From an optimization exercise on the open Yosys and OpenROAD flow, aimed at small area, a short achievable clock period and few clock cycles; shortcuts taken in it are not production practice.
Function was checked by simulation only, so behaviour that the tests miss may differ from the original.
The clock input has no modelled driver; a real chip could not lean on it and would need a root buffer or a full tree.
Power is estimated from default activity; no workload was simulated.

== run 3 ==
==> flow/design.v <==
module fact_machine_wrapper(
    input logic rst, go, clk,
    input logic [31:0] n,
    output logic [31:0] result,
    output logic done
    );
    logic        busy;        
    logic [5:0]  code;        
    logic [31:0] table_out;   
    assign table_out[0] = (code == 6'd0) | (code == 6'd1);
    assign table_out[1] = (code == 6'd2) | (code == 6'd3);
    assign table_out[2] = (code == 6'd3);
    assign table_out[3] = (code == 6'd4) | (code == 6'd5);
    assign table_out[4] = (code == 6'd4) | (code == 6'd5) | (code == 6'd6) | (code == 6'd7);
    assign table_out[5] = (code == 6'd5) | (code == 6'd7);
    assign table_out[6] = (code == 6'd5) | (code == 6'd6);
    assign table_out[7] = (code == 6'd6) | (code == 6'd7) | (code == 6'd8) | (code == 6'd9);
    assign table_out[8] = (code == 6'd7) | (code == 6'd8) | (code == 6'd9) | (code == 6'd10) | (code == 6'd11);
    assign table_out[9] = (code == 6'd6) | (code == 6'd7) | (code == 6'd10);
    assign table_out[10] = (code == 6'd8) | (code == 6'd10) | (code == 6'd11) | (code == 6'd12) | (code == 6'd13);
    assign table_out[11] = (code == 6'd8) | (code == 6'd9) | (code == 6'd10) | (code == 6'd12) | (code == 6'd13) | (code == 6'd14) | (code == 6'd15);
    assign table_out[12] = (code == 6'd7) | (code == 6'd8) | (code == 6'd10) | (code == 6'd11) | (code == 6'd12) | (code == 6'd15);
    assign table_out[13] = (code == 6'd12) | (code == 6'd14);
    assign table_out[14] = (code == 6'd10) | (code == 6'd12) | (code == 6'd13) | (code == 6'd15);
    assign table_out[15] = (code == 6'd8) | (code == 6'd9) | (code == 6'd12) | (code == 6'd13) | (code == 6'd16) | (code == 6'd17);
    assign table_out[16] = (code == 6'd9) | (code == 6'd10) | (code == 6'd11) | (code == 6'd14) | (code == 6'd15) | (code == 6'd16) | (code == 6'd17) | (code == 6'd18) | (code == 6'd19);
    assign table_out[17] = (code == 6'd10) | (code == 6'd14) | (code == 6'd15) | (code == 6'd18);
    assign table_out[18] = (code == 6'd9) | (code == 6'd10) | (code == 6'd12) | (code == 6'd15) | (code == 6'd16) | (code == 6'd17) | (code == 6'd20) | (code == 6'd21);
    assign table_out[19] = (code == 6'd12) | (code == 6'd13) | (code == 6'd14) | (code == 6'd17) | (code == 6'd19) | (code == 6'd22) | (code == 6'd23);
    assign table_out[20] = (code == 6'd10) | (code == 6'd14) | (code == 6'd15) | (code == 6'd16) | (code == 6'd18) | (code == 6'd20) | (code == 6'd22);
    assign table_out[21] = (code == 6'd10) | (code == 6'd11) | (code == 6'd13) | (code == 6'd14) | (code == 6'd15) | (code == 6'd16) | (code == 6'd18) | (code == 6'd20) | (code == 6'd23);
    assign table_out[22] = (code == 6'd11) | (code == 6'd15) | (code == 6'd16) | (code == 6'd17) | (code == 6'd18) | (code == 6'd21) | (code == 6'd22) | (code == 6'd23) | (code == 6'd24) | (code == 6'd25);
    assign table_out[23] = (code == 6'd12) | (code == 6'd17) | (code == 6'd19) | (code == 6'd20) | (code == 6'd21) | (code == 6'd22) | (code == 6'd24) | (code == 6'd25) | (code == 6'd26) | (code == 6'd27);
    assign table_out[24] = (code == 6'd13) | (code == 6'd15) | (code == 6'd16) | (code == 6'd23) | (code == 6'd24) | (code == 6'd25) | (code == 6'd26);
    assign table_out[25] = (code == 6'd11) | (code == 6'd13) | (code == 6'd15) | (code == 6'd16) | (code == 6'd17) | (code == 6'd18) | (code == 6'd19) | (code == 6'd20) | (code == 6'd23) | (code == 6'd25) | (code == 6'd28) | (code == 6'd29);
    assign table_out[26] = (code == 6'd12) | (code == 6'd14) | (code == 6'd15) | (code == 6'd16) | (code == 6'd17) | (code == 6'd19) | (code == 6'd28) | (code == 6'd29) | (code == 6'd30) | (code == 6'd31);
    assign table_out[27] = (code == 6'd12) | (code == 6'd14) | (code == 6'd17) | (code == 6'd18) | (code == 6'd21) | (code == 6'd25) | (code == 6'd27) | (code == 6'd28) | (code == 6'd31);
    assign table_out[28] = (code == 6'd12) | (code == 6'd13) | (code == 6'd15) | (code == 6'd16) | (code == 6'd21) | (code == 6'd23) | (code == 6'd24) | (code == 6'd25) | (code == 6'd26) | (code == 6'd27) | (code == 6'd29) | (code == 6'd30);
    assign table_out[29] = (code == 6'd13) | (code == 6'd15) | (code == 6'd16) | (code == 6'd17) | (code == 6'd21) | (code == 6'd22) | (code == 6'd23) | (code == 6'd25) | (code == 6'd28) | (code == 6'd29) | (code == 6'd31);
    assign table_out[30] = (code == 6'd13) | (code == 6'd14) | (code == 6'd15) | (code == 6'd16) | (code == 6'd17) | (code == 6'd18) | (code == 6'd22) | (code == 6'd24) | (code == 6'd25) | (code == 6'd27) | (code == 6'd30);
    assign table_out[31] = (code == 6'd17) | (code == 6'd18) | (code == 6'd20) | (code == 6'd21) | (code == 6'd22) | (code == 6'd24) | (code == 6'd26) | (code == 6'd28) | (code == 6'd29) | (code == 6'd32) | (code == 6'd33);
    always_ff @(posedge clk) begin
        if (rst) begin
            busy <= 1'b0;
            done <= 1'b0;
        end else begin
            busy <= go;
            done <= ~go & (done | busy);
        end
    end
    always_ff @(posedge clk) begin
        if (go)
            code <= n[5:0] | {6{|n[31:6]}};
        result <= table_out;
    end
endmodule
export LEC_CHECK = 0
export ABC_AREA = 1
export CAP_MARGIN = 20
export CORE_MARGIN = 2
export CORE_UTILIZATION = 25
export SETUP_SLACK_MARGIN = 3.3
export SLEW_MARGIN = 20
create_clock -name core_clock -period 5.0 [get_ports {clk}]
standard.sh (not shown) runs the stock make flow with config.mk's settings and CLKGATE_MAP_FILE= SYNTH_SCRIPT=/design/flow/synth_recipe.tcl, a recipe that flattens the netlist after the stock synthesis.
==> flow/flow/run.sh <==
#!/bin/bash
# The standard layout (standard.sh), with these changes:
#  - each port's buffer is a plain buf_1;
#  - if flow/resyn.scr exists, the combinational logic of the standard
#    synthesis is re-synthesised with that ABC script (flow/resyn.tcl);
#    flip-flops are kept exactly as the standard synthesis made them;
#  - after CTS, the clock tree is replaced by three clock buffers on the
#    clock port, each driving a third of the registers (flow/onebuf.tcl), so
#    every register's clock passes through one buffer of the same kind.
# Each tool's output goes to a log of its own in this folder.
set -euo pipefail
W=$(pwd)
R=$W/orfs/results/sky130hd/fact_machine_wrapper/base
export BUFFER_PORTS_ARGS="-buffer_cell sky130_fd_sc_hd__buf_1"
if [[ -f $W/flow/resyn.scr ]]; then
  bash standard.sh $R/1_2_yosys.v > standard_synth.log 2>&1
  cp $R/1_2_yosys.v $W/standard_1_2_yosys.v
  YOSYS=${YOSYS_EXE:-$(dirname "$FLOW_HOME")/tools/install/yosys/bin/yosys}
  LIB=$FLOW_HOME/platforms/sky130hd/lib/sky130_fd_sc_hd__tt_025C_1v80.lib \
  IN=$W/standard_1_2_yosys.v OUT=$W/resyn.v TOP=$FLOW_TOP ABCSCRIPT=$W/flow/resyn.scr \
    $YOSYS -c $W/flow/resyn.tcl > resyn.log 2>&1
  cp $W/resyn.v $R/1_2_yosys.v
fi
bash standard.sh $R/4_cts.odb > standard_to_cts.log 2>&1
IN_ODB=$R/4_cts.odb OUT_ODB=$R/4_cts.odb CLK_NBUF=3 CLK_BUF=sky130_fd_sc_hd__clkbuf_8 CLK_PORT=clk \
PLATFORM_DIR=$FLOW_HOME/platforms/sky130hd \
  openroad -no_init -exit $W/flow/onebuf.tcl > onebuf.log 2>&1
bash standard.sh > standard.log 2>&1
==> flow/flow/resyn.scr <==
strash
collapse
sop
fx
strash
balance -l
 resub -K 6 -l
 rewrite -l
 resub -K 6 -N 2 -l
 refactor -l
 resub -K 8 -l
 balance -l
 resub -K 8 -N 2 -l
 rewrite -l
 resub -K 10 -l
 rewrite -z -l
 resub -K 10 -N 2 -l
 balance -l
 resub -K 12 -l
 refactor -z -l
 resub -K 12 -N 2 -l
 rewrite -z -l
 balance -l
&get -n
&st
&if -g -K 6
&synch2
&if -g -K 6
&synch2
&put
dch -f
map -D 700
topo
stime -p
Other scripts of this flow, unchanged in this note and not shown: flow/flow/onebuf.tcl, flow/flow/resyn.tcl
Run 3 completed every stage of the flow, and the final layout passed the timing, design-rule and antenna checks.
Testbench counts of run 3, summed over its fixed seeds: cycles 960.
Input changes introduced in run 5 (baseline for comparison: run 3):
# run 3
export LEC_CHECK = 0
export ABC_AREA = 1
export CAP_MARGIN = 20
export CORE_MARGIN = 2
export CORE_UTILIZATION = 25
export SETUP_SLACK_MARGIN = 3.3
export SLEW_MARGIN = 20
create_clock -name core_clock -period 5.0 [get_ports {clk}]
# run 5
export LEC_CHECK = 0
export ABC_AREA = 1
export CAP_MARGIN = 20
export CORE_AREA = 2 2 72 72
export DIE_AREA = 0 0 74 74
export SETUP_SLACK_MARGIN = 3.25
export SLEW_MARGIN = 20
create_clock -name core_clock -period 5.0 [get_ports {clk}]
removed: flow/flow/resyn.scr
--- outcome ---
- Comparing run 3 with run 5, the clock edge transition at the registers on the reported setup and hold paths came out essentially unchanged.
- Summary of run 5 over run 3: area taken by flip-flops and latches has decreased; period utilization went down; die outline area decreased 1400 um^2; total sequential power level.
- Delta (run 5 minus run 3): total global routing track utilization up 3.2 points; clock group power flat; cell area after layout down about 4%; fraction of power spent switching nets down 0.75 points; effective utilization at floorplan up 9.7 points.
- Of the two values seen for start point of the critical path, n[19] was produced by run 3 and n[11] by run 5.
- Between run 5 and run 3, the non-clock inverter total of the final layout does not differ in any meaningful way.
In every run of this note, the design's own scripts or RTL, not TritonCTS, make the clock network.

what the ideal ports hide:
The results above use ideal ports. As a check the final layouts listed here were re-extracted and re-timed, cells and wires unchanged.
Step 1 (the two cells are an assumption about what drives the block):
set clk [get_ports {clk}]
set_driving_cell -lib_cell sky130_fd_sc_hd__clkbuf_16 $clk
set_driving_cell -lib_cell sky130_fd_sc_hd__buf_2 [delete_from_list [all_inputs] $clk]
Step 2 adds t to the input delays and takes it off the output delays; t is the mean of the earliest and latest rising clock arrival at the registers after step 1. Input paths then give back, and output paths get back, about the clock's delay inside the block.
a / b / c = ideal ports / drivers / drivers and shift; a / b = the first two.
run | t, ns | setup WS [ns] | cell pins on the clock port's net
run 3 | 0.185 | 3.129 / 3.152 / 2.966 | 3
run 5 | 0.183 | 3.335 / 3.340 / 3.171 | 3
After both steps setup and hold are still met in every run listed. For run 5, which loses most, drivers alone change the setup slack by +0.005 ns; drivers and shift together by -0.164 ns.
